This design comes from an exercise in tuning for small area, a short achievable clock period and few clock cycles on the open sky130 flow, not from production work. In this exercise RTL edits were held to simulation tests only and were not proved equivalent to the original. No activity file was given, so power comes from the tool's default toggle rates.

== tundra ==
==> module RISC_processor, before the edit <==
module RISC_processor(
    input clk,
    input Reset,
    output [31:0] PC,
    input [31:0] InstructionCode,
    output RegWriteEn,
    output [4:0] RegWriteNum,
    output [31:0] RegWriteData
    );
reg [29:0] pc_q;
always @(posedge clk or negedge Reset)
    if (!Reset) pc_q <= 30'd0;
    else        pc_q <= pc_q + 30'd1;
assign PC = {pc_q, 2'b00};
reg        d_v;                          
reg [31:0] ir;
always @(posedge clk or negedge Reset)
    if (!Reset) d_v <= 1'b0;
    else        d_v <= 1'b1;
always @(posedge clk)
    ir <= InstructionCode;
wire [31:0] ins = ir;
wire [5:0] op  = ins[31:26];
wire [4:0] rd  = ins[25:21];
wire [4:0] rs1 = ins[20:16];
wire [4:0] rs2 = ins[15:11];
wire [4:0] sh  = ins[10:6];
wire [5:0] fn  = ins[5:0];
wire is_r  = (op == 6'b000000);
wire is_li = (op == 6'b111111);
wire f_sll = is_r && (fn == 6'b000000);
wire f_srl = is_r && (fn == 6'b000010);
wire f_and = is_r && (fn == 6'b100100);
wire f_or  = is_r && (fn == 6'b100101);
wire f_sub = is_r && (fn == 6'b100010);
wire use_rs2 = is_r && fn[5];
wire [31:0] imm   = {{10{ins[21]}}, ins[21:0]};
wire [31:0] shamt = {{27{sh[4]}}, sh};
reg        e_we;                         
reg [4:0]  e_rd;
reg [31:0] e_an, e_bn;                   
reg        e_add, e_sub, e_and, e_or, e_sll, e_srl, e_li;
reg [3:0]  e_sh;
reg        w_we;
reg [4:0]  w_rd;
reg [31:0] w_data;
localparam [14*32-1:0] INITS = {
    32'd15, 32'd10, 32'd30, 32'd0, 32'd30, 32'd20, 32'd5,
    32'd50, 32'd15, 32'd10, 32'd10, 32'd40, 32'd20, 32'd0};
wire [31:0]   res;
wire [1023:0] rf_q;
wire [31:0]   wsel;
reg  [13:0]   dflt;
genvar gi, gb;
generate
for (gi = 0; gi < 32; gi = gi + 1) begin : R
    reg  [31:0] q;
    wire [31:0] d;
    assign wsel[gi] = e_we && (e_rd == gi);
    wire nsel = !wsel[gi];
    for (gb = 0; gb < 32; gb = gb + 1) begin : B
        rf_hold u(.q(q[gb]), .w(res[gb]), .en(wsel[gi]), .nen(nsel), .d(d[gb]));
    end
    always @(posedge clk)
        q <= d;
    assign rf_q[gi*32 +: 32] = q;
end
endgenerate
always @(posedge clk or negedge Reset)
    if (!Reset) dflt <= 14'h3fff;
    else        dflt <= dflt & ~wsel[13:0];
wire [31:0] s1, s2;       
wire [13:0] c1, c2;       
generate
for (gi = 0; gi < 32; gi = gi + 1) begin : S
    wire h1 = (rs1 == gi);
    wire h2 = use_rs2  && (rs2 == gi);
    if (gi < 14) begin : D
        assign s1[gi] = h1 && !dflt[gi];
        assign s2[gi] = h2 && !dflt[gi];
        assign c1[gi] = h1 && dflt[gi];
        assign c2[gi] = h2 && dflt[gi];
    end else begin : N
        assign s1[gi] = h1;
        assign s2[gi] = h2;
    end
end
endgenerate
wire [31:0] bconst = (is_li ? imm : 32'd0) | ((is_r && !fn[5]) ? shamt : 32'd0);
wire [31:0] rf_an, rf_bn;
generate
for (gb = 0; gb < 32; gb = gb + 1) begin : P
    wire [31:0] col;
    wire [13:0] cm;
    for (gi = 0; gi < 32; gi = gi + 1) begin : C
        assign col[gi] = rf_q[gi*32 + gb];
        if (gi < 14) begin : I
            assign cm[gi] = INITS[gi*32 + gb];
        end
    end
    rf_rdbit ua(.s(s1), .d(col), .cn(!(|(c1 & cm))), .yn(rf_an[gb]));
    rf_rdbit ub(.s(s2), .d(col), .cn(!((|(c2 & cm)) | bconst[gb])), .yn(rf_bn[gb]));
end
endgenerate
always @(posedge clk or negedge Reset)
    if (!Reset) e_we <= 1'b0;
    else        e_we <= d_v && (is_r || is_li);
always @(posedge clk) begin
    e_rd  <= rd;
    e_sh  <= sh[3:0];
    e_an  <= (e_we && (e_rd == rs1)) ? ~res : rf_an;
    e_bn  <= (e_we && use_rs2 && (e_rd == rs2)) ? ~res : rf_bn;
    e_sub <= f_sub;
    e_and <= f_and;
    e_or  <= f_or;
    e_sll <= f_sll && !sh[4];
    e_srl <= f_srl && !sh[4];
    e_li  <= is_li;
    e_add <= !(f_sll || f_srl || f_and || f_or || is_li);
end
wire [31:0] a = ~e_an;
wire [31:0] b = ~e_bn;
wire [31:0] sum;
alu_add32 add(.a(e_sub ? ~a : a), .b(b), .s(sum));
function [31:0] rev32(input [31:0] x);
    integer r;
    for (r = 0; r < 32; r = r + 1) rev32[r] = x[31 - r];
endfunction
wire [31:0] shx = (e_sll ? rev32(a) : a) >> e_sh;
wire [31:0] shl = rev32(shx);
wire [31:0] shr = shx;
wire [31:0] rest = ({32{e_and}} & (a & b))
                 | ({32{e_or }} & (a | b))
                 | ({32{e_sll}} & shl)
                 | ({32{e_srl}} & shr)
                 | ({32{e_li }} & b);
wire e_pos = e_add && !e_sub;
genvar gr;
generate
for (gr = 0; gr < 32; gr = gr + 1) begin : RS
    alu_res u(.sum(sum[gr]), .pos(e_pos), .neg(e_sub), .rest(rest[gr]), .y(res[gr]));
end
endgenerate
always @(posedge clk or negedge Reset)
    if (!Reset) w_we <= 1'b0;
    else        w_we <= e_we;
always @(posedge clk) begin
    w_rd   <= e_rd;
    w_data <= res;
end
assign RegWriteEn   = w_we;
assign RegWriteNum  = w_rd;
assign RegWriteData = w_data;
endmodule
clock: 14.0 ns
lec_check: 0
abc_clock_period_in_ps: 4000
cap_margin: 20
cell_pad_in_sites_detail_placement: 1
cell_pad_in_sites_global_placement: 1
core_margin: 2
core_utilization: 35
cts_buf_list: sky130_fd_sc_hd__clkbuf_16
cts_cluster_diameter: 60
cts_cluster_size: 20
place_density: 0.45
slew_margin: 20
synth_hierarchical: 1
standard.sh (not shown) runs the stock make flow with config.mk's settings and CLKGATE_MAP_FILE= SYNTH_SCRIPT=/design/flow/synth_recipe.tcl, a recipe that flattens the netlist after the stock synthesis.
==> flow/flow/run.sh <==
#!/bin/bash
# Layout: the standard flow (standard.sh) with its unchanged synthesis and
# the design's SDC. The setup repair steps are asked to keep a larger slack
# margin, so that they work on paths well below the design's clock period.
# Ports are buffered (as the standard flow does) with buf_4 cells.
set -euo pipefail
bash standard.sh SETUP_SLACK_MARGIN=10 TNS_END_PERCENT=0 \
  "BUFFER_PORTS_ARGS=-buffer_cell sky130_fd_sc_hd__buf_4" finish > flow_make.log 2>&1
Testbench counts of tundra, summed over its fixed seeds: cycles 64,096.
> inputs changed (tundra -> yarrow)
--- a/flow/design.v
+++ b/flow/design.v
@@ -9,20 +9,13 @@
     );
 reg [29:0] pc_q;
 always @(posedge clk or negedge Reset)
     if (!Reset) pc_q <= 30'd0;
     else        pc_q <= pc_q + 30'd1;
 assign PC = {pc_q, 2'b00};
-reg        d_v;                          
-reg [31:0] ir;
-always @(posedge clk or negedge Reset)
-    if (!Reset) d_v <= 1'b0;
-    else        d_v <= 1'b1;
-always @(posedge clk)
-    ir <= InstructionCode;
-wire [31:0] ins = ir;
+wire [31:0] ins = InstructionCode;
 wire [5:0] op  = ins[31:26];
 wire [4:0] rd  = ins[25:21];
 wire [4:0] rs1 = ins[20:16];
 wire [4:0] rs2 = ins[15:11];
 wire [4:0] sh  = ins[10:6];
 wire [5:0] fn  = ins[5:0];
@@ -36,12 +29,13 @@
 wire use_rs2 = is_r && fn[5];
 wire [31:0] imm   = {{10{ins[21]}}, ins[21:0]};
 wire [31:0] shamt = {{27{sh[4]}}, sh};
 reg        e_we;                         
 reg [4:0]  e_rd;
 reg [31:0] e_an, e_bn;                   
+reg        e_fa, e_fb;                   
 reg        e_add, e_sub, e_and, e_or, e_sll, e_srl, e_li;
 reg [3:0]  e_sh;
 reg        w_we;
 reg [4:0]  w_rd;
 reg [31:0] w_data;
 localparam [14*32-1:0] INITS = {
@@ -101,28 +95,30 @@
     rf_rdbit ua(.s(s1), .d(col), .cn(!(|(c1 & cm))), .yn(rf_an[gb]));
     rf_rdbit ub(.s(s2), .d(col), .cn(!((|(c2 & cm)) | bconst[gb])), .yn(rf_bn[gb]));
 end
 endgenerate
 always @(posedge clk or negedge Reset)
     if (!Reset) e_we <= 1'b0;
-    else        e_we <= d_v && (is_r || is_li);
+    else        e_we <= is_r || is_li;
 always @(posedge clk) begin
     e_rd  <= rd;
     e_sh  <= sh[3:0];
-    e_an  <= (e_we && (e_rd == rs1)) ? ~res : rf_an;
-    e_bn  <= (e_we && use_rs2 && (e_rd == rs2)) ? ~res : rf_bn;
+    e_an  <= rf_an;
+    e_bn  <= rf_bn;
+    e_fa  <= e_we && !is_li && (e_rd == rs1);
+    e_fb  <= e_we && use_rs2 && (e_rd == rs2);
     e_sub <= f_sub;
     e_and <= f_and;
     e_or  <= f_or;
     e_sll <= f_sll && !sh[4];
     e_srl <= f_srl && !sh[4];
     e_li  <= is_li;
     e_add <= !(f_sll || f_srl || f_and || f_or || is_li);
 end
-wire [31:0] a = ~e_an;
-wire [31:0] b = ~e_bn;
+wire [31:0] a = e_fa ? w_data : ~e_an;
+wire [31:0] b = e_fb ? w_data : ~e_bn;
 wire [31:0] sum;
 alu_add32 add(.a(e_sub ? ~a : a), .b(b), .s(sum));
 function [31:0] rev32(input [31:0] x);
     integer r;
     for (r = 0; r < 32; r = r + 1) rev32[r] = x[31 - r];
 endfunction
Results
Summary of yarrow over tundra: global-route wire length before repair increased about 1.2%; global routing usage on met3 now sits at about the same level; adder and majority cell fraction of the synthesized area has remained practically unchanged; flip-flop and latch count has decreased; highest ir drop seen on vdd saw an increase. The standard cell with the maximum stage delay on the critical path comes out dfxtp_4 in one run and nand4_1 in the other, namely in tundra and yarrow respectively. Taking tundra as the reference point, the routed length on met1 of yarrow rises by 0.38%. Going from tundra to yarrow, global-route usage over all layers grows by 0.34 points. The core of yarrow is more densely filled than that of tundra. yarrow has power density over the cells below what tundra had. In yarrow, the transition at the pin with the smallest max-transition slack came out 0.033 ns above the value in tundra. Min post-route minimum period across tundra and yarrow: tundra. Going from tundra to yarrow, the number of vias after detailed routing was found to have gone up by about 0.5%.
Testbench counts of yarrow, summed over its fixed seeds: cycles 64,064.

-- port drivers added, routing unchanged --
Ports are ideal in the flow. The routed layouts listed here were re-timed in OpenROAD. Step 1 sets driving cells, clkbuf_16 on the clock port and buf_2 on the other inputs (assumed; they add their load-dependent delay and slew). Step 2 adds t to the input delays and takes it off the output delays; t is the mean of the earliest and latest rising clock arrival at the registers after step 1. Input paths then give back, and output paths get back, about the clock's delay inside the block. Three values: ideal ports, drivers, drivers and shift; two values: the first two.
run | t (ns) | slack for setup (ns) | worst setup path at the end | latest minus earliest clock arrival (ns)
tundra | 0.869 | 9.737 / 9.729 / 9.737 | register to register | 0.048 / 0.048
yarrow | 0.842 | 9.178 / 9.231 / 8.390 | input to register | 0.081 / 0.081
After both steps setup and hold are still met in every run listed. For yarrow, which loses most, drivers alone change the setup slack by +0.053 ns; drivers and shift together by -0.788 ns.
